What follows belongs to an exercise in optimizing a design on an open flow for small area, a short achievable clock period and few clock cycles per item; a production flow would make more cautious choices. Function was not checked in any run shown here: the RTL went through the layout flow alone. Power figures rest on the tool's default switching activity, not on a simulated workload.

<file path="flow/design.v">
module Complex_Multiplier (
	input clk,
	input rst,
	input signed  [7:0] Re_in_1,
	input signed  [7:0] Im_in_1,
	input signed  [7:0] Re_in_2,
	input signed  [7:0] Im_in_2,
	input signed  [1:0] data_valid_in,
	output signed [15:0] Re_out,
	output signed [15:0] Im_out,
	output signed [1:0] data_valid_out
);
wire cone1, ctwo2, cnz3, cnegn4, cone5, ctwo6, cnz7, cnegn8, cone9, ctwo10, cnz11, cnegn12, cone13, ctwo14, cnz15, cnegn16, done17, dtwo18, dnz19, dnegn20, done21, dtwo22, dnz23, dnegn24, done25, dtwo26, dnz27, dnegn28, done29, dtwo30, dnz31, dnegn32, pp33, pp34, pp35, pp36, pp37, pp38, pp39, pp40, pp41, pp42, pp43, pp44, pp45, pp46, pp47, pp48, pp49, pp50, pp51, pp52, pp53, pp54, pp55, pp56, pp57, pp58, pp59, pp60, pp61, pp62, pp63, pp64, pp65, pp66, pp67, pp68, pp69, pp70, pp71, pp72, pp73, pp74, pp75, pp76, pp77, pp78, pp79, pp80, pp81, pp82, pp83, pp84, pp85, pp86, pp87, pp88, pp89, pp90, pp91, pp92, pp93, pp94, pp95, pp96, pp97, pp98, pp99, pp100, pp101, pp102, pp103, pp104, ci105, ci106, ci107, ci108, res109, rec110, res111, rec112, res113, rec114, res115, rec116, res117, rec118, res119, rec120, res121, rec122, res123, rec124, res125, rec126, res127, rec128, res129, rec130, res131, rec132, res133, rec134, res135, rec136, res137, rec138, res139, rec140, res141, rec142, res143, rec144, res145, rec146, res147, rec148, res149, rec150, res151, rec152, res153, rec154, res155, rec156, res157, rec158, res159, rec160, res161, rec162, res163, rec164, res165, rec166, res167, rec168, res169, rec170, res171, rec172, res173, rec174, res175, rec176, res177, rec178, res179, rec180, res181, rec182, res183, rec184, res185, rec186, res187, rec188, res189, rec190, res191, rec192, res193, rec194, res195, rec196, res197, rec198, res199, rec200, res201, rec202, res203, rec204, res205, rec206, res207, rec208, res209, rec210, res211, rec212, res213, rec214, res215, rec216, res217, rec218, res219, rec220, res221, rec222, res223, rec224, res225, rec226, res227, rec228, res229, rec230, res231, rec232, res233, rec234, res235, rec236, res237, rec238, res239, rec240, res241, rec242, pp243, pp244, pp245, pp246, pp247, pp248, pp249, pp250, pp251, pp252, pp253, pp254, pp255, pp256, pp257, pp258, pp259, pp260, pp261, pp262, pp263, pp264, pp265, pp266, pp267, pp268, pp269, pp270, pp271, pp272, pp273, pp274, pp275, pp276, pp277, pp278, pp279, pp280, pp281, pp282, pp283, pp284, pp285, pp286, pp287, pp288, pp289, pp290, pp291, pp292, pp293, pp294, pp295, pp296, pp297, pp298, pp299, pp300, pp301, pp302, pp303, pp304, pp305, pp306, pp307, pp308, pp309, pp310, pp311, pp312, pp313, pp314, ci315, ci316, ci317, ci318, ims319, imc320, ims321, imc322, ims323, imc324, ims325, imc326, ims327, imc328, ims329, imc330, ims331, imc332, ims333, imc334, ims335, imc336, ims337, imc338, ims339, imc340, ims341, imc342, ims343, imc344, ims345, imc346, ims347, imc348, ims349, imc350, ims351, imc352, ims353, imc354, ims355, imc356, ims357, imc358, ims359, imc360, ims361, imc362, ims363, imc364, ims365, imc366, ims367, imc368, ims369, imc370, ims371, imc372, ims373, imc374, ims375, imc376, ims377, imc378, ims379, imc380, ims381, imc382, ims383, imc384, ims385, imc386, ims387, imc388, ims389, imc390, ims391, imc392, ims393, imc394, ims395, imc396, ims397, imc398, ims399, imc400, ims401, imc402, ims403, imc404, ims405, imc406, ims407, imc408, ims409, imc410, ims411, imc412, ims413, imc414, ims415, imc416, ims417, imc418, ims419, imc420, ims421, imc422, ims423, imc424, ims425, imc426, ims427, imc428, ims429, imc430, ims431, imc432, ims433, imc434, ims435, imc436, ims437, imc438, ims439, imc440, ims441, imc442, ims443, imc444, ims445, imc446, ims447, imc448, ims449, imc450, ims451, imc452, relos453, reloc454, relos455, reloc456, relos457, reloc458, relos459, reloc460, imlos461, imloc462, imlos463, imloc464, imlos465, imloc466, imlos467, imloc468;
cm_benc0 u_cone1 (.y1(Re_in_2[1]), .y0(Re_in_2[0]), .one(cone1), .two(ctwo2), .nz(cnz3));
assign cnegn4 = ~Re_in_2[1];
cm_benc u_cone5 (.y1(Re_in_2[3]), .y0(Re_in_2[2]), .ym(Re_in_2[1]), .one(cone5), .two(ctwo6), .nz(cnz7));
assign cnegn8 = ~Re_in_2[3];
cm_benc u_cone9 (.y1(Re_in_2[5]), .y0(Re_in_2[4]), .ym(Re_in_2[3]), .one(cone9), .two(ctwo10), .nz(cnz11));
assign cnegn12 = ~Re_in_2[5];
cm_benc u_cone13 (.y1(Re_in_2[7]), .y0(Re_in_2[6]), .ym(Re_in_2[5]), .one(cone13), .two(ctwo14), .nz(cnz15));
assign cnegn16 = ~Re_in_2[7];
cm_benc0 u_done17 (.y1(Im_in_2[1]), .y0(Im_in_2[0]), .one(done17), .two(dtwo18), .nz(dnz19));
assign dnegn20 = ~Im_in_2[1];
cm_benc u_done21 (.y1(Im_in_2[3]), .y0(Im_in_2[2]), .ym(Im_in_2[1]), .one(done21), .two(dtwo22), .nz(dnz23));
assign dnegn24 = ~Im_in_2[3];
cm_benc u_done25 (.y1(Im_in_2[5]), .y0(Im_in_2[4]), .ym(Im_in_2[3]), .one(done25), .two(dtwo26), .nz(dnz27));
assign dnegn28 = ~Im_in_2[5];
cm_benc u_done29 (.y1(Im_in_2[7]), .y0(Im_in_2[6]), .ym(Im_in_2[5]), .one(done29), .two(dtwo30), .nz(dnz31));
assign dnegn32 = ~Im_in_2[7];
cm_bsel1 u_pp33 (.e(cone1), .x(Re_in_1[0]), .n(Re_in_2[1]), .p(pp33));
cm_bsel2 u_pp34 (.e1(cone1), .x1(Re_in_1[1]), .e2(ctwo2), .x2(Re_in_1[0]), .n(Re_in_2[1]), .p(pp34));
cm_bsel2 u_pp35 (.e1(cone1), .x1(Re_in_1[2]), .e2(ctwo2), .x2(Re_in_1[1]), .n(Re_in_2[1]), .p(pp35));
cm_bsel2 u_pp36 (.e1(cone1), .x1(Re_in_1[3]), .e2(ctwo2), .x2(Re_in_1[2]), .n(Re_in_2[1]), .p(pp36));
cm_bsel2 u_pp37 (.e1(cone1), .x1(Re_in_1[4]), .e2(ctwo2), .x2(Re_in_1[3]), .n(Re_in_2[1]), .p(pp37));
cm_bsel2 u_pp38 (.e1(cone1), .x1(Re_in_1[5]), .e2(ctwo2), .x2(Re_in_1[4]), .n(Re_in_2[1]), .p(pp38));
cm_bsel2 u_pp39 (.e1(cone1), .x1(Re_in_1[6]), .e2(ctwo2), .x2(Re_in_1[5]), .n(Re_in_2[1]), .p(pp39));
cm_bsel2 u_pp40 (.e1(cone1), .x1(Re_in_1[7]), .e2(ctwo2), .x2(Re_in_1[6]), .n(Re_in_2[1]), .p(pp40));
cm_bsel1 u_pp41 (.e(cnz3), .x(Re_in_1[7]), .n(cnegn4), .p(pp41));
cm_bsel1 u_pp42 (.e(cone5), .x(Re_in_1[0]), .n(Re_in_2[3]), .p(pp42));
cm_bsel2 u_pp43 (.e1(cone5), .x1(Re_in_1[1]), .e2(ctwo6), .x2(Re_in_1[0]), .n(Re_in_2[3]), .p(pp43));
cm_bsel2 u_pp44 (.e1(cone5), .x1(Re_in_1[2]), .e2(ctwo6), .x2(Re_in_1[1]), .n(Re_in_2[3]), .p(pp44));
cm_bsel2 u_pp45 (.e1(cone5), .x1(Re_in_1[3]), .e2(ctwo6), .x2(Re_in_1[2]), .n(Re_in_2[3]), .p(pp45));
cm_bsel2 u_pp46 (.e1(cone5), .x1(Re_in_1[4]), .e2(ctwo6), .x2(Re_in_1[3]), .n(Re_in_2[3]), .p(pp46));
cm_bsel2 u_pp47 (.e1(cone5), .x1(Re_in_1[5]), .e2(ctwo6), .x2(Re_in_1[4]), .n(Re_in_2[3]), .p(pp47));
cm_bsel2 u_pp48 (.e1(cone5), .x1(Re_in_1[6]), .e2(ctwo6), .x2(Re_in_1[5]), .n(Re_in_2[3]), .p(pp48));
cm_bsel2 u_pp49 (.e1(cone5), .x1(Re_in_1[7]), .e2(ctwo6), .x2(Re_in_1[6]), .n(Re_in_2[3]), .p(pp49));
cm_bsel1 u_pp50 (.e(cnz7), .x(Re_in_1[7]), .n(cnegn8), .p(pp50));
cm_bsel1 u_pp51 (.e(cone9), .x(Re_in_1[0]), .n(Re_in_2[5]), .p(pp51));
cm_bsel2 u_pp52 (.e1(cone9), .x1(Re_in_1[1]), .e2(ctwo10), .x2(Re_in_1[0]), .n(Re_in_2[5]), .p(pp52));
cm_bsel2 u_pp53 (.e1(cone9), .x1(Re_in_1[2]), .e2(ctwo10), .x2(Re_in_1[1]), .n(Re_in_2[5]), .p(pp53));
cm_bsel2 u_pp54 (.e1(cone9), .x1(Re_in_1[3]), .e2(ctwo10), .x2(Re_in_1[2]), .n(Re_in_2[5]), .p(pp54));
cm_bsel2 u_pp55 (.e1(cone9), .x1(Re_in_1[4]), .e2(ctwo10), .x2(Re_in_1[3]), .n(Re_in_2[5]), .p(pp55));
cm_bsel2 u_pp56 (.e1(cone9), .x1(Re_in_1[5]), .e2(ctwo10), .x2(Re_in_1[4]), .n(Re_in_2[5]), .p(pp56));
cm_bsel2 u_pp57 (.e1(cone9), .x1(Re_in_1[6]), .e2(ctwo10), .x2(Re_in_1[5]), .n(Re_in_2[5]), .p(pp57));
cm_bsel2 u_pp58 (.e1(cone9), .x1(Re_in_1[7]), .e2(ctwo10), .x2(Re_in_1[6]), .n(Re_in_2[5]), .p(pp58));
cm_bsel1 u_pp59 (.e(cnz11), .x(Re_in_1[7]), .n(cnegn12), .p(pp59));
cm_bsel1 u_pp60 (.e(cone13), .x(Re_in_1[0]), .n(Re_in_2[7]), .p(pp60));
cm_bsel2 u_pp61 (.e1(cone13), .x1(Re_in_1[1]), .e2(ctwo14), .x2(Re_in_1[0]), .n(Re_in_2[7]), .p(pp61));
cm_bsel2 u_pp62 (.e1(cone13), .x1(Re_in_1[2]), .e2(ctwo14), .x2(Re_in_1[1]), .n(Re_in_2[7]), .p(pp62));
cm_bsel2 u_pp63 (.e1(cone13), .x1(Re_in_1[3]), .e2(ctwo14), .x2(Re_in_1[2]), .n(Re_in_2[7]), .p(pp63));
cm_bsel2 u_pp64 (.e1(cone13), .x1(Re_in_1[4]), .e2(ctwo14), .x2(Re_in_1[3]), .n(Re_in_2[7]), .p(pp64));
cm_bsel2 u_pp65 (.e1(cone13), .x1(Re_in_1[5]), .e2(ctwo14), .x2(Re_in_1[4]), .n(Re_in_2[7]), .p(pp65));
cm_bsel2 u_pp66 (.e1(cone13), .x1(Re_in_1[6]), .e2(ctwo14), .x2(Re_in_1[5]), .n(Re_in_2[7]), .p(pp66));
cm_bsel2 u_pp67 (.e1(cone13), .x1(Re_in_1[7]), .e2(ctwo14), .x2(Re_in_1[6]), .n(Re_in_2[7]), .p(pp67));
cm_bsel1 u_pp68 (.e(cnz15), .x(Re_in_1[7]), .n(cnegn16), .p(pp68));
cm_bsel1 u_pp69 (.e(done17), .x(Im_in_1[0]), .n(dnegn20), .p(pp69));
cm_bsel2 u_pp70 (.e1(done17), .x1(Im_in_1[1]), .e2(dtwo18), .x2(Im_in_1[0]), .n(dnegn20), .p(pp70));
cm_bsel2 u_pp71 (.e1(done17), .x1(Im_in_1[2]), .e2(dtwo18), .x2(Im_in_1[1]), .n(dnegn20), .p(pp71));
cm_bsel2 u_pp72 (.e1(done17), .x1(Im_in_1[3]), .e2(dtwo18), .x2(Im_in_1[2]), .n(dnegn20), .p(pp72));
cm_bsel2 u_pp73 (.e1(done17), .x1(Im_in_1[4]), .e2(dtwo18), .x2(Im_in_1[3]), .n(dnegn20), .p(pp73));
cm_bsel2 u_pp74 (.e1(done17), .x1(Im_in_1[5]), .e2(dtwo18), .x2(Im_in_1[4]), .n(dnegn20), .p(pp74));
cm_bsel2 u_pp75 (.e1(done17), .x1(Im_in_1[6]), .e2(dtwo18), .x2(Im_in_1[5]), .n(dnegn20), .p(pp75));
cm_bsel2 u_pp76 (.e1(done17), .x1(Im_in_1[7]), .e2(dtwo18), .x2(Im_in_1[6]), .n(dnegn20), .p(pp76));
cm_bsel1 u_pp77 (.e(dnz19), .x(Im_in_1[7]), .n(Im_in_2[1]), .p(pp77));
cm_bsel1 u_pp78 (.e(done21), .x(Im_in_1[0]), .n(dnegn24), .p(pp78));
cm_bsel2 u_pp79 (.e1(done21), .x1(Im_in_1[1]), .e2(dtwo22), .x2(Im_in_1[0]), .n(dnegn24), .p(pp79));
cm_bsel2 u_pp80 (.e1(done21), .x1(Im_in_1[2]), .e2(dtwo22), .x2(Im_in_1[1]), .n(dnegn24), .p(pp80));
cm_bsel2 u_pp81 (.e1(done21), .x1(Im_in_1[3]), .e2(dtwo22), .x2(Im_in_1[2]), .n(dnegn24), .p(pp81));
cm_bsel2 u_pp82 (.e1(done21), .x1(Im_in_1[4]), .e2(dtwo22), .x2(Im_in_1[3]), .n(dnegn24), .p(pp82));
cm_bsel2 u_pp83 (.e1(done21), .x1(Im_in_1[5]), .e2(dtwo22), .x2(Im_in_1[4]), .n(dnegn24), .p(pp83));
cm_bsel2 u_pp84 (.e1(done21), .x1(Im_in_1[6]), .e2(dtwo22), .x2(Im_in_1[5]), .n(dnegn24), .p(pp84));
cm_bsel2 u_pp85 (.e1(done21), .x1(Im_in_1[7]), .e2(dtwo22), .x2(Im_in_1[6]), .n(dnegn24), .p(pp85));
cm_bsel1 u_pp86 (.e(dnz23), .x(Im_in_1[7]), .n(Im_in_2[3]), .p(pp86));
cm_bsel1 u_pp87 (.e(done25), .x(Im_in_1[0]), .n(dnegn28), .p(pp87));
cm_bsel2 u_pp88 (.e1(done25), .x1(Im_in_1[1]), .e2(dtwo26), .x2(Im_in_1[0]), .n(dnegn28), .p(pp88));
cm_bsel2 u_pp89 (.e1(done25), .x1(Im_in_1[2]), .e2(dtwo26), .x2(Im_in_1[1]), .n(dnegn28), .p(pp89));
cm_bsel2 u_pp90 (.e1(done25), .x1(Im_in_1[3]), .e2(dtwo26), .x2(Im_in_1[2]), .n(dnegn28), .p(pp90));
cm_bsel2 u_pp91 (.e1(done25), .x1(Im_in_1[4]), .e2(dtwo26), .x2(Im_in_1[3]), .n(dnegn28), .p(pp91));
cm_bsel2 u_pp92 (.e1(done25), .x1(Im_in_1[5]), .e2(dtwo26), .x2(Im_in_1[4]), .n(dnegn28), .p(pp92));
cm_bsel2 u_pp93 (.e1(done25), .x1(Im_in_1[6]), .e2(dtwo26), .x2(Im_in_1[5]), .n(dnegn28), .p(pp93));
cm_bsel2 u_pp94 (.e1(done25), .x1(Im_in_1[7]), .e2(dtwo26), .x2(Im_in_1[6]), .n(dnegn28), .p(pp94));
cm_bsel1 u_pp95 (.e(dnz27), .x(Im_in_1[7]), .n(Im_in_2[5]), .p(pp95));
cm_bsel1 u_pp96 (.e(done29), .x(Im_in_1[0]), .n(dnegn32), .p(pp96));
cm_bsel2 u_pp97 (.e1(done29), .x1(Im_in_1[1]), .e2(dtwo30), .x2(Im_in_1[0]), .n(dnegn32), .p(pp97));
cm_bsel2 u_pp98 (.e1(done29), .x1(Im_in_1[2]), .e2(dtwo30), .x2(Im_in_1[1]), .n(dnegn32), .p(pp98));
cm_bsel2 u_pp99 (.e1(done29), .x1(Im_in_1[3]), .e2(dtwo30), .x2(Im_in_1[2]), .n(dnegn32), .p(pp99));
cm_bsel2 u_pp100 (.e1(done29), .x1(Im_in_1[4]), .e2(dtwo30), .x2(Im_in_1[3]), .n(dnegn32), .p(pp100));
cm_bsel2 u_pp101 (.e1(done29), .x1(Im_in_1[5]), .e2(dtwo30), .x2(Im_in_1[4]), .n(dnegn32), .p(pp101));
cm_bsel2 u_pp102 (.e1(done29), .x1(Im_in_1[6]), .e2(dtwo30), .x2(Im_in_1[5]), .n(dnegn32), .p(pp102));
cm_bsel2 u_pp103 (.e1(done29), .x1(Im_in_1[7]), .e2(dtwo30), .x2(Im_in_1[6]), .n(dnegn32), .p(pp103));
cm_bsel1 u_pp104 (.e(dnz31), .x(Im_in_1[7]), .n(Im_in_2[7]), .p(pp104));
assign ci105 = ~pp49;
assign ci106 = ~pp100;
assign ci107 = ~pp102;
assign ci108 = ~pp104;
cm_ha u_res109 (.a(Re_in_2[7]), .b(dnegn32), .s(res109), .co(rec110));
cm_fa u_res111 (.a(Re_in_2[5]), .b(dnegn28), .c(pp37), .s(res111), .co(rec112));
cm_ha u_res113 (.a(pp38), .b(pp45), .s(res113), .co(rec114));
cm_fa u_res115 (.a(res109), .b(pp39), .c(pp46), .s(res115), .co(rec116));
cm_fa u_res117 (.a(pp53), .b(pp60), .c(pp75), .s(res117), .co(rec118));
cm_fa u_res119 (.a(rec110), .b(pp40), .c(pp47), .s(res119), .co(rec120));
cm_fa u_res121 (.a(pp54), .b(pp61), .c(pp76), .s(res121), .co(rec122));
cm_ha u_res123 (.a(pp83), .b(pp90), .s(res123), .co(rec124));
cm_fa u_res125 (.a(pp41), .b(pp48), .c(pp55), .s(res125), .co(rec126));
cm_fa u_res127 (.a(pp62), .b(pp77), .c(pp84), .s(res127), .co(rec128));
cm_ha u_res129 (.a(pp91), .b(pp98), .s(res129), .co(rec130));
cm_fa u_res131 (.a(pp56), .b(pp63), .c(pp85), .s(res131), .co(rec132));
cm_ha u_res133 (.a(pp92), .b(pp99), .s(res133), .co(rec134));
cm_fa u_res135 (.a(pp49), .b(pp50), .c(pp57), .s(res135), .co(rec136));
cm_ha u_res137 (.a(pp64), .b(pp86), .s(res137), .co(rec138));
cm_ha u_res139 (.a(pp100), .b(pp101), .s(res139), .co(rec140));
cm_fa u_res141 (.a(Re_in_2[3]), .b(dnegn24), .c(pp35), .s(res141), .co(rec142));
cm_ha u_res143 (.a(pp36), .b(pp43), .s(res143), .co(rec144));
cm_fa u_res145 (.a(pp44), .b(pp51), .c(pp73), .s(res145), .co(rec146));
cm_ha u_res147 (.a(pp80), .b(pp87), .s(res147), .co(rec148));
cm_fa u_res149 (.a(pp52), .b(pp74), .c(pp81), .s(res149), .co(rec150));
cm_fa u_res151 (.a(pp88), .b(res113), .c(rec112), .s(res151), .co(rec152));
cm_fa u_res153 (.a(pp82), .b(pp89), .c(pp96), .s(res153), .co(rec154));
cm_fa u_res155 (.a(rec114), .b(res115), .c(res117), .s(res155), .co(rec156));
cm_fa u_res157 (.a(pp97), .b(res123), .c(rec116), .s(res157), .co(rec158));
cm_fa u_res159 (.a(rec118), .b(res119), .c(res121), .s(res159), .co(rec160));
cm_fa u_res161 (.a(rec124), .b(res129), .c(rec120), .s(res161), .co(rec162));
cm_fa u_res163 (.a(rec122), .b(res125), .c(res127), .s(res163), .co(rec164));
cm_fa u_res165 (.a(ci105), .b(rec130), .c(res133), .s(res165), .co(rec166));
cm_fa u_res167 (.a(rec126), .b(rec128), .c(res131), .s(res167), .co(rec168));
cm_fa u_res169 (.a(pp93), .b(ci106), .c(rec134), .s(res169), .co(rec170));
cm_fa u_res171 (.a(res137), .b(rec132), .c(res135), .s(res171), .co(rec172));
cm_fa u_res173 (.a(pp58), .b(pp65), .c(pp94), .s(res173), .co(rec174));
cm_fa u_res175 (.a(rec138), .b(res139), .c(rec136), .s(res175), .co(rec176));
cm_fa u_res177 (.a(pp59), .b(pp66), .c(pp95), .s(res177), .co(rec178));
cm_ha u_res179 (.a(ci107), .b(rec140), .s(res179), .co(rec180));
cm_ha u_res181 (.a(pp102), .b(pp103), .s(res181), .co(rec182));
cm_ha u_res183 (.a(Re_in_2[1]), .b(dnegn20), .s(res183), .co(rec184));
cm_ha u_res185 (.a(pp42), .b(pp71), .s(res185), .co(rec186));
cm_fa u_res187 (.a(pp72), .b(pp79), .c(res143), .s(res187), .co(rec188));
cm_fa u_res189 (.a(rec144), .b(res147), .c(res111), .s(res189), .co(rec190));
cm_fa u_res191 (.a(rec148), .b(rec146), .c(res149), .s(res191), .co(rec192));
cm_fa u_res193 (.a(rec150), .b(res153), .c(rec152), .s(res193), .co(rec194));
cm_fa u_res195 (.a(rec154), .b(rec156), .c(res157), .s(res195), .co(rec196));
cm_fa u_res197 (.a(rec158), .b(rec160), .c(res161), .s(res197), .co(rec198));
cm_fa u_res199 (.a(res165), .b(rec162), .c(rec164), .s(res199), .co(rec200));
cm_fa u_res201 (.a(rec166), .b(res169), .c(rec168), .s(res201), .co(rec202));
cm_fa u_res203 (.a(res173), .b(rec170), .c(rec172), .s(res203), .co(rec204));
cm_fa u_res205 (.a(rec174), .b(res179), .c(res177), .s(res205), .co(rec206));
cm_fa u_res207 (.a(pp67), .b(res181), .c(rec180), .s(res207), .co(rec208));
cm_ha u_res209 (.a(pp68), .b(ci108), .s(res209), .co(rec210));
cm_ha u_res211 (.a(res183), .b(pp33), .s(res211), .co(rec212));
cm_fa u_res213 (.a(rec184), .b(pp34), .c(pp70), .s(res213), .co(rec214));
cm_fa u_res215 (.a(pp78), .b(res185), .c(res141), .s(res215), .co(rec216));
cm_fa u_res217 (.a(rec186), .b(rec142), .c(res187), .s(res217), .co(rec218));
cm_fa u_res219 (.a(res145), .b(rec188), .c(res189), .s(res219), .co(rec220));
cm_fa u_res221 (.a(rec190), .b(res151), .c(res191), .s(res221), .co(rec222));
cm_fa u_res223 (.a(rec192), .b(res155), .c(res193), .s(res223), .co(rec224));
cm_fa u_res225 (.a(res159), .b(rec194), .c(res195), .s(res225), .co(rec226));
cm_fa u_res227 (.a(res163), .b(rec196), .c(res197), .s(res227), .co(rec228));
cm_fa u_res229 (.a(res167), .b(rec198), .c(res199), .s(res229), .co(rec230));
cm_fa u_res231 (.a(res171), .b(rec200), .c(res201), .s(res231), .co(rec232));
cm_fa u_res233 (.a(res175), .b(rec202), .c(res203), .s(res233), .co(rec234));
cm_fa u_res235 (.a(rec176), .b(res205), .c(rec204), .s(res235), .co(rec236));
cm_fa u_res237 (.a(rec178), .b(res207), .c(rec206), .s(res237), .co(rec238));
cm_fa u_res239 (.a(rec182), .b(res209), .c(rec208), .s(res239), .co(rec240));
cm_ha u_res241 (.a(pp104), .b(rec210), .s(res241), .co(rec242));
cm_bsel1 u_pp243 (.e(cone1), .x(Im_in_1[0]), .n(Re_in_2[1]), .p(pp243));
cm_bsel2 u_pp244 (.e1(cone1), .x1(Im_in_1[1]), .e2(ctwo2), .x2(Im_in_1[0]), .n(Re_in_2[1]), .p(pp244));
cm_bsel2 u_pp245 (.e1(cone1), .x1(Im_in_1[2]), .e2(ctwo2), .x2(Im_in_1[1]), .n(Re_in_2[1]), .p(pp245));
cm_bsel2 u_pp246 (.e1(cone1), .x1(Im_in_1[3]), .e2(ctwo2), .x2(Im_in_1[2]), .n(Re_in_2[1]), .p(pp246));
cm_bsel2 u_pp247 (.e1(cone1), .x1(Im_in_1[4]), .e2(ctwo2), .x2(Im_in_1[3]), .n(Re_in_2[1]), .p(pp247));
cm_bsel2 u_pp248 (.e1(cone1), .x1(Im_in_1[5]), .e2(ctwo2), .x2(Im_in_1[4]), .n(Re_in_2[1]), .p(pp248));
cm_bsel2 u_pp249 (.e1(cone1), .x1(Im_in_1[6]), .e2(ctwo2), .x2(Im_in_1[5]), .n(Re_in_2[1]), .p(pp249));
cm_bsel2 u_pp250 (.e1(cone1), .x1(Im_in_1[7]), .e2(ctwo2), .x2(Im_in_1[6]), .n(Re_in_2[1]), .p(pp250));
cm_bsel1 u_pp251 (.e(cnz3), .x(Im_in_1[7]), .n(cnegn4), .p(pp251));
cm_bsel1 u_pp252 (.e(cone5), .x(Im_in_1[0]), .n(Re_in_2[3]), .p(pp252));
cm_bsel2 u_pp253 (.e1(cone5), .x1(Im_in_1[1]), .e2(ctwo6), .x2(Im_in_1[0]), .n(Re_in_2[3]), .p(pp253));
cm_bsel2 u_pp254 (.e1(cone5), .x1(Im_in_1[2]), .e2(ctwo6), .x2(Im_in_1[1]), .n(Re_in_2[3]), .p(pp254));
cm_bsel2 u_pp255 (.e1(cone5), .x1(Im_in_1[3]), .e2(ctwo6), .x2(Im_in_1[2]), .n(Re_in_2[3]), .p(pp255));
cm_bsel2 u_pp256 (.e1(cone5), .x1(Im_in_1[4]), .e2(ctwo6), .x2(Im_in_1[3]), .n(Re_in_2[3]), .p(pp256));
cm_bsel2 u_pp257 (.e1(cone5), .x1(Im_in_1[5]), .e2(ctwo6), .x2(Im_in_1[4]), .n(Re_in_2[3]), .p(pp257));
cm_bsel2 u_pp258 (.e1(cone5), .x1(Im_in_1[6]), .e2(ctwo6), .x2(Im_in_1[5]), .n(Re_in_2[3]), .p(pp258));
cm_bsel2 u_pp259 (.e1(cone5), .x1(Im_in_1[7]), .e2(ctwo6), .x2(Im_in_1[6]), .n(Re_in_2[3]), .p(pp259));
cm_bsel1 u_pp260 (.e(cnz7), .x(Im_in_1[7]), .n(cnegn8), .p(pp260));
cm_bsel1 u_pp261 (.e(cone9), .x(Im_in_1[0]), .n(Re_in_2[5]), .p(pp261));
cm_bsel2 u_pp262 (.e1(cone9), .x1(Im_in_1[1]), .e2(ctwo10), .x2(Im_in_1[0]), .n(Re_in_2[5]), .p(pp262));
cm_bsel2 u_pp263 (.e1(cone9), .x1(Im_in_1[2]), .e2(ctwo10), .x2(Im_in_1[1]), .n(Re_in_2[5]), .p(pp263));
cm_bsel2 u_pp264 (.e1(cone9), .x1(Im_in_1[3]), .e2(ctwo10), .x2(Im_in_1[2]), .n(Re_in_2[5]), .p(pp264));
cm_bsel2 u_pp265 (.e1(cone9), .x1(Im_in_1[4]), .e2(ctwo10), .x2(Im_in_1[3]), .n(Re_in_2[5]), .p(pp265));
cm_bsel2 u_pp266 (.e1(cone9), .x1(Im_in_1[5]), .e2(ctwo10), .x2(Im_in_1[4]), .n(Re_in_2[5]), .p(pp266));
cm_bsel2 u_pp267 (.e1(cone9), .x1(Im_in_1[6]), .e2(ctwo10), .x2(Im_in_1[5]), .n(Re_in_2[5]), .p(pp267));
cm_bsel2 u_pp268 (.e1(cone9), .x1(Im_in_1[7]), .e2(ctwo10), .x2(Im_in_1[6]), .n(Re_in_2[5]), .p(pp268));
cm_bsel1 u_pp269 (.e(cnz11), .x(Im_in_1[7]), .n(cnegn12), .p(pp269));
cm_bsel1 u_pp270 (.e(cone13), .x(Im_in_1[0]), .n(Re_in_2[7]), .p(pp270));
cm_bsel2 u_pp271 (.e1(cone13), .x1(Im_in_1[1]), .e2(ctwo14), .x2(Im_in_1[0]), .n(Re_in_2[7]), .p(pp271));
cm_bsel2 u_pp272 (.e1(cone13), .x1(Im_in_1[2]), .e2(ctwo14), .x2(Im_in_1[1]), .n(Re_in_2[7]), .p(pp272));
cm_bsel2 u_pp273 (.e1(cone13), .x1(Im_in_1[3]), .e2(ctwo14), .x2(Im_in_1[2]), .n(Re_in_2[7]), .p(pp273));
cm_bsel2 u_pp274 (.e1(cone13), .x1(Im_in_1[4]), .e2(ctwo14), .x2(Im_in_1[3]), .n(Re_in_2[7]), .p(pp274));
cm_bsel2 u_pp275 (.e1(cone13), .x1(Im_in_1[5]), .e2(ctwo14), .x2(Im_in_1[4]), .n(Re_in_2[7]), .p(pp275));
cm_bsel2 u_pp276 (.e1(cone13), .x1(Im_in_1[6]), .e2(ctwo14), .x2(Im_in_1[5]), .n(Re_in_2[7]), .p(pp276));
cm_bsel2 u_pp277 (.e1(cone13), .x1(Im_in_1[7]), .e2(ctwo14), .x2(Im_in_1[6]), .n(Re_in_2[7]), .p(pp277));
cm_bsel1 u_pp278 (.e(cnz15), .x(Im_in_1[7]), .n(cnegn16), .p(pp278));
cm_bsel1 u_pp279 (.e(done17), .x(Re_in_1[0]), .n(Im_in_2[1]), .p(pp279));
cm_bsel2 u_pp280 (.e1(done17), .x1(Re_in_1[1]), .e2(dtwo18), .x2(Re_in_1[0]), .n(Im_in_2[1]), .p(pp280));
cm_bsel2 u_pp281 (.e1(done17), .x1(Re_in_1[2]), .e2(dtwo18), .x2(Re_in_1[1]), .n(Im_in_2[1]), .p(pp281));
cm_bsel2 u_pp282 (.e1(done17), .x1(Re_in_1[3]), .e2(dtwo18), .x2(Re_in_1[2]), .n(Im_in_2[1]), .p(pp282));
cm_bsel2 u_pp283 (.e1(done17), .x1(Re_in_1[4]), .e2(dtwo18), .x2(Re_in_1[3]), .n(Im_in_2[1]), .p(pp283));
cm_bsel2 u_pp284 (.e1(done17), .x1(Re_in_1[5]), .e2(dtwo18), .x2(Re_in_1[4]), .n(Im_in_2[1]), .p(pp284));
cm_bsel2 u_pp285 (.e1(done17), .x1(Re_in_1[6]), .e2(dtwo18), .x2(Re_in_1[5]), .n(Im_in_2[1]), .p(pp285));
cm_bsel2 u_pp286 (.e1(done17), .x1(Re_in_1[7]), .e2(dtwo18), .x2(Re_in_1[6]), .n(Im_in_2[1]), .p(pp286));
cm_bsel1 u_pp287 (.e(dnz19), .x(Re_in_1[7]), .n(dnegn20), .p(pp287));
cm_bsel1 u_pp288 (.e(done21), .x(Re_in_1[0]), .n(Im_in_2[3]), .p(pp288));
cm_bsel2 u_pp289 (.e1(done21), .x1(Re_in_1[1]), .e2(dtwo22), .x2(Re_in_1[0]), .n(Im_in_2[3]), .p(pp289));
cm_bsel2 u_pp290 (.e1(done21), .x1(Re_in_1[2]), .e2(dtwo22), .x2(Re_in_1[1]), .n(Im_in_2[3]), .p(pp290));
cm_bsel2 u_pp291 (.e1(done21), .x1(Re_in_1[3]), .e2(dtwo22), .x2(Re_in_1[2]), .n(Im_in_2[3]), .p(pp291));
cm_bsel2 u_pp292 (.e1(done21), .x1(Re_in_1[4]), .e2(dtwo22), .x2(Re_in_1[3]), .n(Im_in_2[3]), .p(pp292));
cm_bsel2 u_pp293 (.e1(done21), .x1(Re_in_1[5]), .e2(dtwo22), .x2(Re_in_1[4]), .n(Im_in_2[3]), .p(pp293));
cm_bsel2 u_pp294 (.e1(done21), .x1(Re_in_1[6]), .e2(dtwo22), .x2(Re_in_1[5]), .n(Im_in_2[3]), .p(pp294));
cm_bsel2 u_pp295 (.e1(done21), .x1(Re_in_1[7]), .e2(dtwo22), .x2(Re_in_1[6]), .n(Im_in_2[3]), .p(pp295));
cm_bsel1 u_pp296 (.e(dnz23), .x(Re_in_1[7]), .n(dnegn24), .p(pp296));
cm_bsel1 u_pp297 (.e(done25), .x(Re_in_1[0]), .n(Im_in_2[5]), .p(pp297));
cm_bsel2 u_pp298 (.e1(done25), .x1(Re_in_1[1]), .e2(dtwo26), .x2(Re_in_1[0]), .n(Im_in_2[5]), .p(pp298));
cm_bsel2 u_pp299 (.e1(done25), .x1(Re_in_1[2]), .e2(dtwo26), .x2(Re_in_1[1]), .n(Im_in_2[5]), .p(pp299));
cm_bsel2 u_pp300 (.e1(done25), .x1(Re_in_1[3]), .e2(dtwo26), .x2(Re_in_1[2]), .n(Im_in_2[5]), .p(pp300));
cm_bsel2 u_pp301 (.e1(done25), .x1(Re_in_1[4]), .e2(dtwo26), .x2(Re_in_1[3]), .n(Im_in_2[5]), .p(pp301));
cm_bsel2 u_pp302 (.e1(done25), .x1(Re_in_1[5]), .e2(dtwo26), .x2(Re_in_1[4]), .n(Im_in_2[5]), .p(pp302));
cm_bsel2 u_pp303 (.e1(done25), .x1(Re_in_1[6]), .e2(dtwo26), .x2(Re_in_1[5]), .n(Im_in_2[5]), .p(pp303));
cm_bsel2 u_pp304 (.e1(done25), .x1(Re_in_1[7]), .e2(dtwo26), .x2(Re_in_1[6]), .n(Im_in_2[5]), .p(pp304));
cm_bsel1 u_pp305 (.e(dnz27), .x(Re_in_1[7]), .n(dnegn28), .p(pp305));
cm_bsel1 u_pp306 (.e(done29), .x(Re_in_1[0]), .n(Im_in_2[7]), .p(pp306));
cm_bsel2 u_pp307 (.e1(done29), .x1(Re_in_1[1]), .e2(dtwo30), .x2(Re_in_1[0]), .n(Im_in_2[7]), .p(pp307));
cm_bsel2 u_pp308 (.e1(done29), .x1(Re_in_1[2]), .e2(dtwo30), .x2(Re_in_1[1]), .n(Im_in_2[7]), .p(pp308));
cm_bsel2 u_pp309 (.e1(done29), .x1(Re_in_1[3]), .e2(dtwo30), .x2(Re_in_1[2]), .n(Im_in_2[7]), .p(pp309));
cm_bsel2 u_pp310 (.e1(done29), .x1(Re_in_1[4]), .e2(dtwo30), .x2(Re_in_1[3]), .n(Im_in_2[7]), .p(pp310));
cm_bsel2 u_pp311 (.e1(done29), .x1(Re_in_1[5]), .e2(dtwo30), .x2(Re_in_1[4]), .n(Im_in_2[7]), .p(pp311));
cm_bsel2 u_pp312 (.e1(done29), .x1(Re_in_1[6]), .e2(dtwo30), .x2(Re_in_1[5]), .n(Im_in_2[7]), .p(pp312));
cm_bsel2 u_pp313 (.e1(done29), .x1(Re_in_1[7]), .e2(dtwo30), .x2(Re_in_1[6]), .n(Im_in_2[7]), .p(pp313));
cm_bsel1 u_pp314 (.e(dnz31), .x(Re_in_1[7]), .n(dnegn32), .p(pp314));
assign ci315 = ~pp259;
assign ci316 = ~pp259;
assign ci317 = ~pp269;
assign ci318 = ~pp278;
cm_ha u_ims319 (.a(Im_in_2[7]), .b(Re_in_2[7]), .s(ims319), .co(imc320));
cm_fa u_ims321 (.a(Im_in_2[5]), .b(Re_in_2[5]), .c(pp247), .s(ims321), .co(imc322));
cm_ha u_ims323 (.a(pp248), .b(pp255), .s(ims323), .co(imc324));
cm_fa u_ims325 (.a(ims319), .b(pp249), .c(pp256), .s(ims325), .co(imc326));
cm_fa u_ims327 (.a(pp263), .b(pp270), .c(pp285), .s(ims327), .co(imc328));
cm_fa u_ims329 (.a(imc320), .b(pp250), .c(pp257), .s(ims329), .co(imc330));
cm_fa u_ims331 (.a(pp264), .b(pp271), .c(pp286), .s(ims331), .co(imc332));
cm_ha u_ims333 (.a(pp293), .b(pp300), .s(ims333), .co(imc334));
cm_fa u_ims335 (.a(pp251), .b(pp258), .c(pp265), .s(ims335), .co(imc336));
cm_fa u_ims337 (.a(pp272), .b(pp287), .c(pp294), .s(ims337), .co(imc338));
cm_ha u_ims339 (.a(pp301), .b(pp308), .s(ims339), .co(imc340));
cm_fa u_ims341 (.a(pp266), .b(pp273), .c(pp295), .s(ims341), .co(imc342));
cm_ha u_ims343 (.a(pp302), .b(pp309), .s(ims343), .co(imc344));
cm_fa u_ims345 (.a(pp260), .b(pp267), .c(pp274), .s(ims345), .co(imc346));
cm_ha u_ims347 (.a(pp296), .b(pp303), .s(ims347), .co(imc348));
cm_ha u_ims349 (.a(pp259), .b(pp268), .s(ims349), .co(imc350));
cm_fa u_ims351 (.a(Im_in_2[3]), .b(Re_in_2[3]), .c(pp245), .s(ims351), .co(imc352));
cm_ha u_ims353 (.a(pp246), .b(pp253), .s(ims353), .co(imc354));
cm_fa u_ims355 (.a(pp254), .b(pp261), .c(pp283), .s(ims355), .co(imc356));
cm_ha u_ims357 (.a(pp290), .b(pp297), .s(ims357), .co(imc358));
cm_fa u_ims359 (.a(pp262), .b(pp284), .c(pp291), .s(ims359), .co(imc360));
cm_fa u_ims361 (.a(pp298), .b(ims323), .c(imc322), .s(ims361), .co(imc362));
cm_fa u_ims363 (.a(pp292), .b(pp299), .c(pp306), .s(ims363), .co(imc364));
cm_fa u_ims365 (.a(imc324), .b(ims325), .c(ims327), .s(ims365), .co(imc366));
cm_fa u_ims367 (.a(pp307), .b(ims333), .c(imc326), .s(ims367), .co(imc368));
cm_fa u_ims369 (.a(imc328), .b(ims329), .c(ims331), .s(ims369), .co(imc370));
cm_fa u_ims371 (.a(imc334), .b(ims339), .c(imc330), .s(ims371), .co(imc372));
cm_fa u_ims373 (.a(imc332), .b(ims335), .c(ims337), .s(ims373), .co(imc374));
cm_fa u_ims375 (.a(ci315), .b(imc340), .c(ims343), .s(ims375), .co(imc376));
cm_fa u_ims377 (.a(imc336), .b(imc338), .c(ims341), .s(ims377), .co(imc378));
cm_fa u_ims379 (.a(pp310), .b(ci316), .c(imc344), .s(ims379), .co(imc380));
cm_fa u_ims381 (.a(ims347), .b(imc342), .c(ims345), .s(ims381), .co(imc382));
cm_fa u_ims383 (.a(pp275), .b(pp304), .c(pp311), .s(ims383), .co(imc384));
cm_fa u_ims385 (.a(imc348), .b(ims349), .c(imc346), .s(ims385), .co(imc386));
cm_fa u_ims387 (.a(pp276), .b(pp305), .c(pp312), .s(ims387), .co(imc388));
cm_ha u_ims389 (.a(ci317), .b(imc350), .s(ims389), .co(imc390));
cm_ha u_ims391 (.a(pp269), .b(pp277), .s(ims391), .co(imc392));
cm_ha u_ims393 (.a(Im_in_2[1]), .b(Re_in_2[1]), .s(ims393), .co(imc394));
cm_ha u_ims395 (.a(pp252), .b(pp281), .s(ims395), .co(imc396));
cm_fa u_ims397 (.a(pp282), .b(pp289), .c(ims353), .s(ims397), .co(imc398));
cm_fa u_ims399 (.a(imc354), .b(ims357), .c(ims321), .s(ims399), .co(imc400));
cm_fa u_ims401 (.a(imc358), .b(imc356), .c(ims359), .s(ims401), .co(imc402));
cm_fa u_ims403 (.a(imc360), .b(ims363), .c(imc362), .s(ims403), .co(imc404));
cm_fa u_ims405 (.a(imc364), .b(imc366), .c(ims367), .s(ims405), .co(imc406));
cm_fa u_ims407 (.a(imc368), .b(imc370), .c(ims371), .s(ims407), .co(imc408));
cm_fa u_ims409 (.a(ims375), .b(imc372), .c(imc374), .s(ims409), .co(imc410));
cm_fa u_ims411 (.a(imc376), .b(ims379), .c(imc378), .s(ims411), .co(imc412));
cm_fa u_ims413 (.a(ims383), .b(imc380), .c(imc382), .s(ims413), .co(imc414));
cm_fa u_ims415 (.a(imc384), .b(ims389), .c(ims387), .s(ims415), .co(imc416));
cm_fa u_ims417 (.a(pp313), .b(ims391), .c(imc390), .s(ims417), .co(imc418));
cm_ha u_ims419 (.a(pp314), .b(ci318), .s(ims419), .co(imc420));
cm_ha u_ims421 (.a(ims393), .b(pp243), .s(ims421), .co(imc422));
cm_fa u_ims423 (.a(imc394), .b(pp244), .c(pp280), .s(ims423), .co(imc424));
cm_fa u_ims425 (.a(pp288), .b(ims395), .c(ims351), .s(ims425), .co(imc426));
cm_fa u_ims427 (.a(imc396), .b(imc352), .c(ims397), .s(ims427), .co(imc428));
cm_fa u_ims429 (.a(ims355), .b(imc398), .c(ims399), .s(ims429), .co(imc430));
cm_fa u_ims431 (.a(imc400), .b(ims361), .c(ims401), .s(ims431), .co(imc432));
cm_fa u_ims433 (.a(imc402), .b(ims365), .c(ims403), .s(ims433), .co(imc434));
cm_fa u_ims435 (.a(ims369), .b(imc404), .c(ims405), .s(ims435), .co(imc436));
cm_fa u_ims437 (.a(ims373), .b(imc406), .c(ims407), .s(ims437), .co(imc438));
cm_fa u_ims439 (.a(ims377), .b(imc408), .c(ims409), .s(ims439), .co(imc440));
cm_fa u_ims441 (.a(ims381), .b(imc410), .c(ims411), .s(ims441), .co(imc442));
cm_fa u_ims443 (.a(ims385), .b(imc412), .c(ims413), .s(ims443), .co(imc444));
cm_fa u_ims445 (.a(imc386), .b(ims415), .c(imc414), .s(ims445), .co(imc446));
cm_fa u_ims447 (.a(imc388), .b(ims417), .c(imc416), .s(ims447), .co(imc448));
cm_fa u_ims449 (.a(imc392), .b(ims419), .c(imc418), .s(ims449), .co(imc450));
cm_ha u_ims451 (.a(pp278), .b(imc420), .s(ims451), .co(imc452));
cm_ha u_relos453 (.a(pp69), .b(res211), .s(relos453), .co(reloc454));
cm_fa u_relos455 (.a(rec212), .b(res213), .c(reloc454), .s(relos455), .co(reloc456));
cm_fa u_relos457 (.a(rec214), .b(res215), .c(reloc456), .s(relos457), .co(reloc458));
cm_fa u_relos459 (.a(rec216), .b(res217), .c(reloc458), .s(relos459), .co(reloc460));
cm_ha u_imlos461 (.a(pp279), .b(ims421), .s(imlos461), .co(imloc462));
cm_fa u_imlos463 (.a(imc422), .b(ims423), .c(imloc462), .s(imlos463), .co(imloc464));
cm_fa u_imlos465 (.a(imc424), .b(ims425), .c(imloc464), .s(imlos465), .co(imloc466));
cm_fa u_imlos467 (.a(imc426), .b(ims427), .c(imloc466), .s(imlos467), .co(imloc468));
reg vld_q;
always @(posedge clk) vld_q <= ~rst & (|data_valid_in);
assign data_valid_out = {1'b0, vld_q};
wire [15:0] re_r0 = {res241, res239, res237, rec234, rec232, rec230, rec228, rec226, rec224, rec222, rec220, rec218, rec216, rec214, rec212, pp69};
wire [15:0] re_r1 = {rec240, rec238, rec236, res235, res233, res231, res229, res227, res225, res223, res221, res219, res217, res215, res213, res211};
reg [3:0] re_lo_q;
always @(posedge clk) re_lo_q <= {relos459, relos457, relos455, relos453};
reg re_q0_4;
always @(posedge clk) re_q0_4 <= rec218;
reg re_q0_5;
always @(posedge clk) re_q0_5 <= rec220;
reg re_q0_6;
always @(posedge clk) re_q0_6 <= rec222;
reg re_q0_7;
always @(posedge clk) re_q0_7 <= rec224;
reg re_q0_8;
always @(posedge clk) re_q0_8 <= rec226;
reg re_q0_9;
always @(posedge clk) re_q0_9 <= rec228;
reg re_q0_10;
always @(posedge clk) re_q0_10 <= rec230;
reg re_q0_11;
always @(posedge clk) re_q0_11 <= rec232;
reg re_q0_12;
always @(posedge clk) re_q0_12 <= rec234;
reg re_q0_13;
always @(posedge clk) re_q0_13 <= res237;
reg re_q0_14;
always @(posedge clk) re_q0_14 <= res239;
reg re_q0_15;
always @(posedge clk) re_q0_15 <= res241;
reg re_q1_4;
always @(posedge clk) re_q1_4 <= res219;
reg re_q1_5;
always @(posedge clk) re_q1_5 <= res221;
reg re_q1_6;
always @(posedge clk) re_q1_6 <= res223;
reg re_q1_7;
always @(posedge clk) re_q1_7 <= res225;
reg re_q1_8;
always @(posedge clk) re_q1_8 <= res227;
reg re_q1_9;
always @(posedge clk) re_q1_9 <= res229;
reg re_q1_10;
always @(posedge clk) re_q1_10 <= res231;
reg re_q1_11;
always @(posedge clk) re_q1_11 <= res233;
reg re_q1_12;
always @(posedge clk) re_q1_12 <= res235;
reg re_q1_13;
always @(posedge clk) re_q1_13 <= rec236;
reg re_q1_14;
always @(posedge clk) re_q1_14 <= rec238;
reg re_q1_15;
always @(posedge clk) re_q1_15 <= rec240;
reg re_cy_q;
always @(posedge clk) re_cy_q <= reloc460;
assign Re_out = {{re_q0_15, re_q0_14, re_q0_13, re_q0_12, re_q0_11, re_q0_10, re_q0_9, re_q0_8, re_q0_7, re_q0_6, re_q0_5, re_q0_4} + {re_q1_15, re_q1_14, re_q1_13, re_q1_12, re_q1_11, re_q1_10, re_q1_9, re_q1_8, re_q1_7, re_q1_6, re_q1_5, re_q1_4} + re_cy_q, re_lo_q};
wire [15:0] im_r0 = {ims451, ims449, ims447, imc444, imc442, imc440, imc438, imc436, imc434, imc432, imc430, imc428, imc426, imc424, imc422, pp279};
wire [15:0] im_r1 = {imc450, imc448, imc446, ims445, ims443, ims441, ims439, ims437, ims435, ims433, ims431, ims429, ims427, ims425, ims423, ims421};
reg [3:0] im_lo_q;
always @(posedge clk) im_lo_q <= {imlos467, imlos465, imlos463, imlos461};
reg im_q0_4;
always @(posedge clk) im_q0_4 <= imc428;
reg im_q0_5;
always @(posedge clk) im_q0_5 <= imc430;
reg im_q0_6;
always @(posedge clk) im_q0_6 <= imc432;
reg im_q0_7;
always @(posedge clk) im_q0_7 <= imc434;
reg im_q0_8;
always @(posedge clk) im_q0_8 <= imc436;
reg im_q0_9;
always @(posedge clk) im_q0_9 <= imc438;
reg im_q0_10;
always @(posedge clk) im_q0_10 <= imc440;
reg im_q0_11;
always @(posedge clk) im_q0_11 <= imc442;
reg im_q0_12;
always @(posedge clk) im_q0_12 <= imc444;
reg im_q0_13;
always @(posedge clk) im_q0_13 <= ims447;
reg im_q0_14;
always @(posedge clk) im_q0_14 <= ims449;
reg im_q0_15;
always @(posedge clk) im_q0_15 <= ims451;
reg im_q1_4;
always @(posedge clk) im_q1_4 <= ims429;
reg im_q1_5;
always @(posedge clk) im_q1_5 <= ims431;
reg im_q1_6;
always @(posedge clk) im_q1_6 <= ims433;
reg im_q1_7;
always @(posedge clk) im_q1_7 <= ims435;
reg im_q1_8;
always @(posedge clk) im_q1_8 <= ims437;
reg im_q1_9;
always @(posedge clk) im_q1_9 <= ims439;
reg im_q1_10;
always @(posedge clk) im_q1_10 <= ims441;
reg im_q1_11;
always @(posedge clk) im_q1_11 <= ims443;
reg im_q1_12;
always @(posedge clk) im_q1_12 <= ims445;
reg im_q1_13;
always @(posedge clk) im_q1_13 <= imc446;
reg im_q1_14;
always @(posedge clk) im_q1_14 <= imc448;
reg im_q1_15;
always @(posedge clk) im_q1_15 <= imc450;
reg im_cy_q;
always @(posedge clk) im_cy_q <= imloc468;
assign Im_out = {{im_q0_15, im_q0_14, im_q0_13, im_q0_12, im_q0_11, im_q0_10, im_q0_9, im_q0_8, im_q0_7, im_q0_6, im_q0_5, im_q0_4} + {im_q1_15, im_q1_14, im_q1_13, im_q1_12, im_q1_11, im_q1_10, im_q1_9, im_q1_8, im_q1_7, im_q1_6, im_q1_5, im_q1_4} + im_cy_q, im_lo_q};
endmodule
module cm_fa (input a, input b, input c, output s, output co);
  assign s = a ^ b ^ c;
  assign co = (a & b) | (a & c) | (b & c);
endmodule
module cm_bsel1 (input e, input x, input n, output p);
  assign p = (e & x) ^ n;
endmodule
module cm_bsel2 (input e1, input x1, input e2, input x2, input n, output p);
  assign p = ((e1 & x1) | (e2 & x2)) ^ n;
endmodule
module cm_benc (input y1, input y0, input ym, output one, output two, output nz);
  assign one = y0 ^ ym;
  assign two = (y1 & ~y0 & ~ym) | (~y1 & y0 & ym);
  assign nz = ~(y1 & y0 & ym) & (y1 | y0 | ym);
endmodule
module cm_benc0 (input y1, input y0, output one, output two, output nz);
  assign one = y0;
  assign two = y1 & ~y0;
  assign nz = y1 | y0;
endmodule
module cm_ao21 (input a, input b, input c, output y);
  assign y = (a & b) | c;
endmodule
module cm_and2 (input a, input b, output y);
  assign y = a & b;
endmodule
module cm_xor2 (input a, input b, output y);
  assign y = a ^ b;
endmodule
module cm_ha (input a, input b, output s, output co);
  assign s = a ^ b;
  assign co = a & b;
endmodule
</file>
<file path="flow/flow/run.sh">
#!/bin/bash
# The standard ORFS flow (standard.sh) with two changes:
#  - port buffers are sky130_fd_sc_hd__buf_2 cells instead of the default
#    delay buffers;
#  - before floorplanning, combinational cells start at drive strength 1
#    (flow/downsize.tcl); the flow's repair steps upsize where needed.
# Each tool's log stays under orfs/logs/; make's own output goes to run_make.log.
set -euo pipefail
here=$(pwd)
bash standard.sh \
  "BUFFER_PORTS_ARGS=-buffer_cell sky130_fd_sc_hd__buf_2" \
  "PRE_FLOORPLAN_TCL=$here/flow/downsize.tcl" \
  finish > run_make.log 2>&1
</file>
<file path="flow/flow/downsize.tcl">
# PRE_FLOORPLAN hook: start every combinational cell of the synthesized netlist
# at drive strength 1; the flow's own repair steps upsize cells where timing
# or slew needs it. Flip-flops keep the cell synthesis gave them.
set n_down 0
foreach inst [get_cells *] {
  set ref [get_property $inst ref_name]
  if { [regexp {^(sky130_fd_sc_hd__[a-z0-9]+)_([0-9]+)$} $ref -> base size] } {
    if { $size <= 1 || [string match "*__df*" $base] || [string match "*__conb*" $base] } {
      continue
    }
    set cand [get_lib_cells -quiet */${base}_1]
    if { [llength $cand] > 0 } {
      replace_cell $inst [lindex $cand 0]
      incr n_down
    }
  }
}
puts "downsize.tcl: $n_down cells set to drive strength 1"
</file>
<file path="flow/standard.sh">
#!/bin/bash
# synth_recipe.tcl (not shown) runs the flow's synth.tcl, then flattens the netlist and writes it again
# the make line also repeats each setting of config.mk as NAME=value (left out here)
make -C /OpenROAD-flow-scripts/flow DESIGN_CONFIG=/design/flow/config.mk WORK_HOME=/design/flow/orfs CLKGATE_MAP_FILE= SYNTH_SCRIPT=/design/flow/synth_recipe.tcl "${@:-finish}"
</file>
<file path="flow/config.mk">
export PLATFORM = sky130hd
export DESIGN_NAME = Complex_Multiplier
export DESIGN_NICKNAME = Complex_Multiplier
export VERILOG_FILES = /design/flow/design.v
export SDC_FILE = /design/flow/constraint.sdc
export NUM_CORES = 4
export LEC_CHECK = 0
export CAP_MARGIN = 20
export CORE_MARGIN = 2
export CORE_UTILIZATION = 60
export CTS_BUF_LIST = sky130_fd_sc_hd__clkbuf_4 sky130_fd_sc_hd__clkbuf_8
export SETUP_SLACK_MARGIN = 1.35
export SLEW_MARGIN = 20
export SYNTH_HIERARCHICAL = 1
</file>
<file path="flow/constraint.sdc">
create_clock -name core_clock -period 5.0 [get_ports {clk}]
set_input_delay 1.0000 -clock core_clock [delete_from_list [all_inputs] [get_ports {clk}]]
set_output_delay 1.0000 -clock core_clock [all_outputs]
set_load 0.01 [all_outputs]
</file>
==> run_results.csv, run 1 <==
group,metric,value,unit
power,p_leak,3.57,nW
die,rows,40,
outcome,status,"no timing/DRC/antenna violations",
global_route,grt_start_max_net_pins,24,
routing,drtIter0Drc,502,
timing,maxSlewHeadroom,56.8,%
global_route,antenna_found_initial,0,
yosys,syn_inst,677,
timing,drv_slew,0,
layout,most-common-layout-cells,"157 x xnor2_1, 111 x a22oi_1, 103 x fa_1, 60 x buf_2, 59 x dfxtp_1",
worst_setup_path,cp-end-kind,"output port",
global_route,grt.overflow.total,0,
routing,vias,5859,
timing,rsz0062_at_grt,"true",
global_route,grt_pass1_vias,6147,
global_route,grt_pass1_wl,30600,µm
placed_design,dpl.cell_count,904,
timing,hold_violations,0,
routing,avgViaCountPerCell,6.15,
placed_design,place_worst_setup_slack,0.481,ns
layout,fillers,911,
clocking,cts.path.max_buffers,2,
global_route,grtUsageTotal,30.5,%
die,start_util,61.0,%
timing,worst_slew_pin_slew,0.648,ns
routing,wl_per_cell,19.5,µm
power,ir_drop,484,µV
layout,top_regs,"im_lo_q (4), re_lo_q (4)",
worst_setup_path,crit_type,"reg2out",
timing,fin_setup_tns,0,ns
placed_design,dp_hpwl,13200,µm
placed_design,place_congestion,0.905,
timing,max_freq,279,MHz
routing,ant_nets,0,
layout,fin_cells,952,
clocking,htree_levels,3,
die,coreArea,0.0120,mm²
routing,drcViolationCount,0,
worst_setup_path,start_kind,"flip-flop",
timing,period_share,71.7,%
hold_path,hold_path_class,"in2reg",
routing,routed_wl,18500,µm
power,power_density,551,mW/mm²
die,fp.dieW,114,µm
layout,layout-drive-gt1-share,20.1,%
placed_design,numPortBuffers,68,
timing,layout_min_cycle_time,3.58,ns
worst_setup_path,cp.arrival,2.58,ns
worst_setup_path,path_max_fanout,2,
routing,firstDrtPassIters,6,
layout,antenna_cells,0,
die,die_area,0.0131,mm²
clocking,cts.hold.buffers_added,0,
yosys,yosysWarnings,7,
worst_setup_path,required,4.00,ns
yosys,synth.net_count,879,
die,die_y,114,µm
clocking,root_buffer,"clkbuf_8",
job,drv_cap,0,
timing,finalSetupViolCount,0,
timing,worst_slack,1.42,ns
clocking,cts_tree,"done",
die,io_pins,70,
layout,final_common_cell,"xnor2_1",
clocking,cts-buffers-inserted,9,
clocking,clk_pin_slew,0.07,ns
layout,nets,1004,
clocking,cts.sinks,59,
-- final timing paths --
check / cells past startpoint / end / start
setup / recovery: 9 / Im_out[12] / im_q0_4
hold / removal: 2 / vld_q / rst
-- stage by stage --
step                power [mW]  hold slack [ns]  area, µm²  utilization [%]
detailed placement        4.29             1.17       8060             67.4
floorplan                 3.25             1.07       7430                -
CTS                       4.82            0.772       8620             72.1
finish                    4.81            0.788       8730             73.0
global placement          4.14             1.16       8060             67.4
global route              5.38            0.773       8730             73.0
-- cell type report --
| cell class | instances | area [µm²] | area share [%] |
|---|---|---|---|
| clock buffer | 12 | 165 | 1.89 |
| sequential | 59 | 1180 | 13.5 |
| tap | 147 | 184 | 2.11 |
| timing repair buffer | 120 | 863 | 9.89 |
| clock inverter | 2 | 35.0 | 0.401 |
| inverter | 25 | 97.6 | 1.12 |
| multi-input combinational | 587 | 6200 | 71.1 |
-- critical path, cell delays in order, from the launching register on --
cell and delay [ns]:
dfxtp_1 0.32, fa_2 0.39, inv_1 0.09, fa_2 0.21
nor2b_1 0.07, o31a_1 0.32, or2_1 0.25, a221o_1 0.32
xor2_1 0.14, buf_2 0.14
-- where the power goes --
| part | leakage, nW | total [mW] | switching, mW | internal (mW) |
|---|---|---|---|---|
| Combinational | 2.97 | 3.52 | 1.86 | 1.66 |
| Sequential | 0.498 | 0.835 | 0.0797 | 0.755 |
| Clock | 0.104 | 0.456 | 0.192 | 0.264 |
-- layer usage --
| metal | share of wire, % | GRT usage, % | wire length (µm) | vias up |
|---|---|---|---|---|
| li1 | - | - | - | 2630 |
| met1 | 42 | 41.7 | 7840 | 2927 |
| met2 | 47 | 47.9 | 8670 | 262 |
| met3 | 7.6 | 6.25 | 1400 | 40 |
| met4 | 3.3 | 12.4 | 614 | 0 |
| met5 | 0 | 0 | 0 | - |
-- timing repair --
action                     in CTS  in global routing
setup buffers                  30                  4
pin swaps                      10                 14
hold endpoints to repair        0                  0
resized for setup              18                 21
setup endpoints to repair      32                 23
==> run 2, diff against run 1 <==
==> flow/flow/run.sh (replaced) <==
#!/bin/bash
# The standard ORFS flow (standard.sh) with these changes:
#  - port buffers are sky130_fd_sc_hd__buf_2 cells instead of the default
#    delay buffers;
#  - before floorplanning, combinational cells start at drive strength 1
#    (flow/downsize.tcl); the flow's repair steps upsize where needed;
#  - extra make variables, one per line, from flow/make_args.txt if present.
# Each tool's log stays under orfs/logs/; make's own output goes to run_make.log.
set -euo pipefail
here=$(pwd)
extra=()
if [[ -f flow/make_args.txt ]]; then
  while IFS= read -r line; do
    [[ -n "$line" ]] && extra+=("$line")
  done < flow/make_args.txt
fi
bash standard.sh \
  "BUFFER_PORTS_ARGS=-buffer_cell sky130_fd_sc_hd__buf_2" \
  "PRE_FLOORPLAN_TCL=$here/flow/downsize.tcl" \
  "${extra[@]}" \
  finish > run_make.log 2>&1
==> flow/flow/make_args.txt (new file) <==
RECOVER_POWER=100
--- a/flow/config.mk
+++ b/flow/config.mk
@@ -11,3 +11,3 @@
 export CTS_BUF_LIST = sky130_fd_sc_hd__clkbuf_4 sky130_fd_sc_hd__clkbuf_8
-export SETUP_SLACK_MARGIN = 1.35
+export SETUP_SLACK_MARGIN = 1.2
 export SLEW_MARGIN = 20
==> run 2 against run 1 <==
  * Still clean on timing, DRC and antenna
  * Sequential share of layout area increased by 0.70 points
  * First-iteration DRC count fell by 0.40%
  * Non-clock buffer count decreased by 23
  * Worst hold slack lost 0.014 ns
  * Cell count shrank 2.2%
  * Critical endpoint is now im_q1_7
==> run_results.csv, run 2 <==
group,metric,value,unit
outcome,status,"no timing/DRC/antenna violations",
power,swShare,45.9,%
placed_design,dp_hpwl,13600,µm
power,p_leak,3.29,nW
die,io_pins,70,
layout,top_regs,"im_lo_q (4), re_lo_q (4)",
routing,drcViolationCount,0,
worst_setup_path,crit_type,"in2reg",
worst_setup_path,required,5.24,ns
timing,layout_min_cycle_time,4.24,ns
worst_setup_path,cpMaxStageDelayCell,"clkbuf_1",
layout,most-common-layout-cells,"158 x xnor2_1, 112 x a22oi_1, 111 x fa_1, 59 x dfxtp_1, 54 x ha_1",
die,die_y,114,µm
die,rows,40,
power,p_int,2.52,mW
power,comb_power_share,71.5,%
worst_setup_path,cp.arrival,4.48,ns
clocking,cts_tree,"done",
timing,worst_slack,0.756,ns
clocking,cts.sinks,59,
timing,holdWs,0.774,ns
placed_design,place_congestion,0.913,
placed_design,place_worst_setup_slack,0.644,ns
routing,drtIter0Drc,500,
global_route,antenna_found_initial,0,
worst_setup_path,startpoint,"Re_in_2[7]",
timing,worst_slew_pin_slew,0.794,ns
worst_setup_path,start_kind,"input port",
power,netSwitchingPower,2.13,mW
worst_setup_path,cp_num_buf_inv,2,
global_route,use_met2,46.3,%
global_route,met3_usage,7.46,%
power,ir_drop,461,µV
worst_setup_path,cp-end-kind,"flip-flop",
timing,fin_setup_tns,0,ns
worst_setup_path,crit_path_frequent_cell,"fa_1",
global_route,grt_start_max_net_pins,21,
die,die_area,0.0131,mm²
timing,rsz0062_at_grt,"true",
placed_design,numPortBuffers,68,
worst_setup_path,path_max_fanout,12,
clocking,htree_levels,3,
layout,nets,981,
timing,max_freq,236,MHz
clocking,clk_pin_slew,0.07,ns
global_route,use_met1,41.9,%
global_route,grt.overflow.total,0,
timing,finalSetupViolCount,0,
die,start_util,61.0,%
routing,avgViaCountPerCell,6.11,
timing,hold_violations,0,
clocking,cts.path.max_buffers,2,
hold_path,min_from,"rst",
global_route,grt_most_used_layer,"met2",
power,total_power,4.65,mW
routing,wl_per_cell,19.7,µm
worst_setup_path,max_stage_delay,0.63,ns
global_route,grt_pass1_wl,29600,µm
job,drv_cap,0,
clocking,cts-buffers-inserted,9,
worst_setup_path,worst_path_dominant_cell_family,"adder cells",
yosys,syn_inst,677,
timing,maxSlewHeadroom,47.0,%
yosys,yosysWarnings,7,
layout,antenna_cells,0,
yosys,synth.net_count,879,
routing,vias,5692,
timing,period_share,84.9,%
routing,routed_wl,18400,µm
hold_path,hold_path_class,"in2reg",
global_route,grtUsageTotal,29.9,%
layout,final_common_cell,"xnor2_1",
clocking,root_buffer,"clkbuf_8",
power,seqPwrFrac,17.9,%
power,power_density,560,mW/mm²
power,clkPwrFrac,10.5,%
layout,layout-drive-gt1-share,11.2,%
die,coreArea,0.0120,mm²
timing,drv_slew,0,
routing,ant_nets,0,
global_route,grt_pass1_vias,5817,
die,fp.dieW,114,µm
worst_setup_path,path_cells,"clkbuf_1 -> clkbuf_1 -> ha_1 -> fa_1 -> fa_2 -> fa_1 -> fa_1",
routing,firstDrtPassIters,6,
-- run 2: repair_timing --
item	in CTS	in global routing
pin swaps	0	7
hold buffers	0	0
buffers inserted	0	1
setup endpoints to repair	18	19
resized for setup	6	12
cloned	0	0
-- run 2: worst paths after layout --
check / to / slack (ns) / depth (start not counted)
min: vld_q / 0.77 / 2
max: im_q1_7 / 0.76 / 7
-- run 2: final cells by class --
type                            count  area (µm²)
Clock buffer                        9         124
Multi-Input combinational cell    587        6090
Timing Repair Buffer               97         531
Clock inverter                      7        92.6
Inverter                           25        93.8
Fill cell                         976        3660
Sequential cell                    59        1180
Tap cell                          147         184
-- run 2: stage by stage --
stage | area, µm² | util (%) | instances
after floorplan | 7360 | - | 677
after detailed placement | 8080 | 67.5 | 914
after global routing | 8300 | 69.4 | 931
final | 8300 | 69.4 | 931
after global placement | 8080 | 67.5 | 914
after CTS | 8330 | 69.6 | 930
-- run 2: power groups by stage --
stage	Sequential, mW	Combinational (mW)	Clock [mW]
after floorplan	0.844	2.40	0
after global placement	0.838	3.32	0
after detailed placement	0.846	3.44	0
after CTS	0.836	3.46	0.505
after global routing	0.859	3.82	0.529
final	0.833	3.33	0.490
-- run 2: metal layers --
layer	vias up	wire length (µm)
met1	2813	7910
met5	-	0
met3	32	1700
met4	0	343
met2	268	8420
li1	2579	-

==> separate check: timing with driven ports <==
The flow's constraints put no driver on any port. The routed layouts listed below were extracted and timed again, unchanged, in two steps. Step 1 assumes that a clkbuf_16 drives the clock port and a buf_2 every other input. Step 2 also shifts input and output timing later by t, the mid clock arrival at the registers, as if the neighbouring blocks saw the same clock. Slacks: ideal ports / drivers / drivers and shift; pairs: ideal ports / drivers.
run | t, ns | setup slack, ns | hold slack, ns | worst data-port slew with drivers (ns) | cell pins on the clock port's net
run 1 | 0.398 | 1.417 / 1.381 / 1.011 | 0.788 / 0.773 / 1.171 | 0.06 | 1
run 2 | 0.401 | 0.756 / 0.766 / 0.365 | 0.774 / 0.759 / 1.160 | 0.05 | 1
After both steps every run listed still meets setup and hold. The setup slack of run 1, which loses most, moves by -0.036 ns with the drivers and by -0.406 ns with both steps.
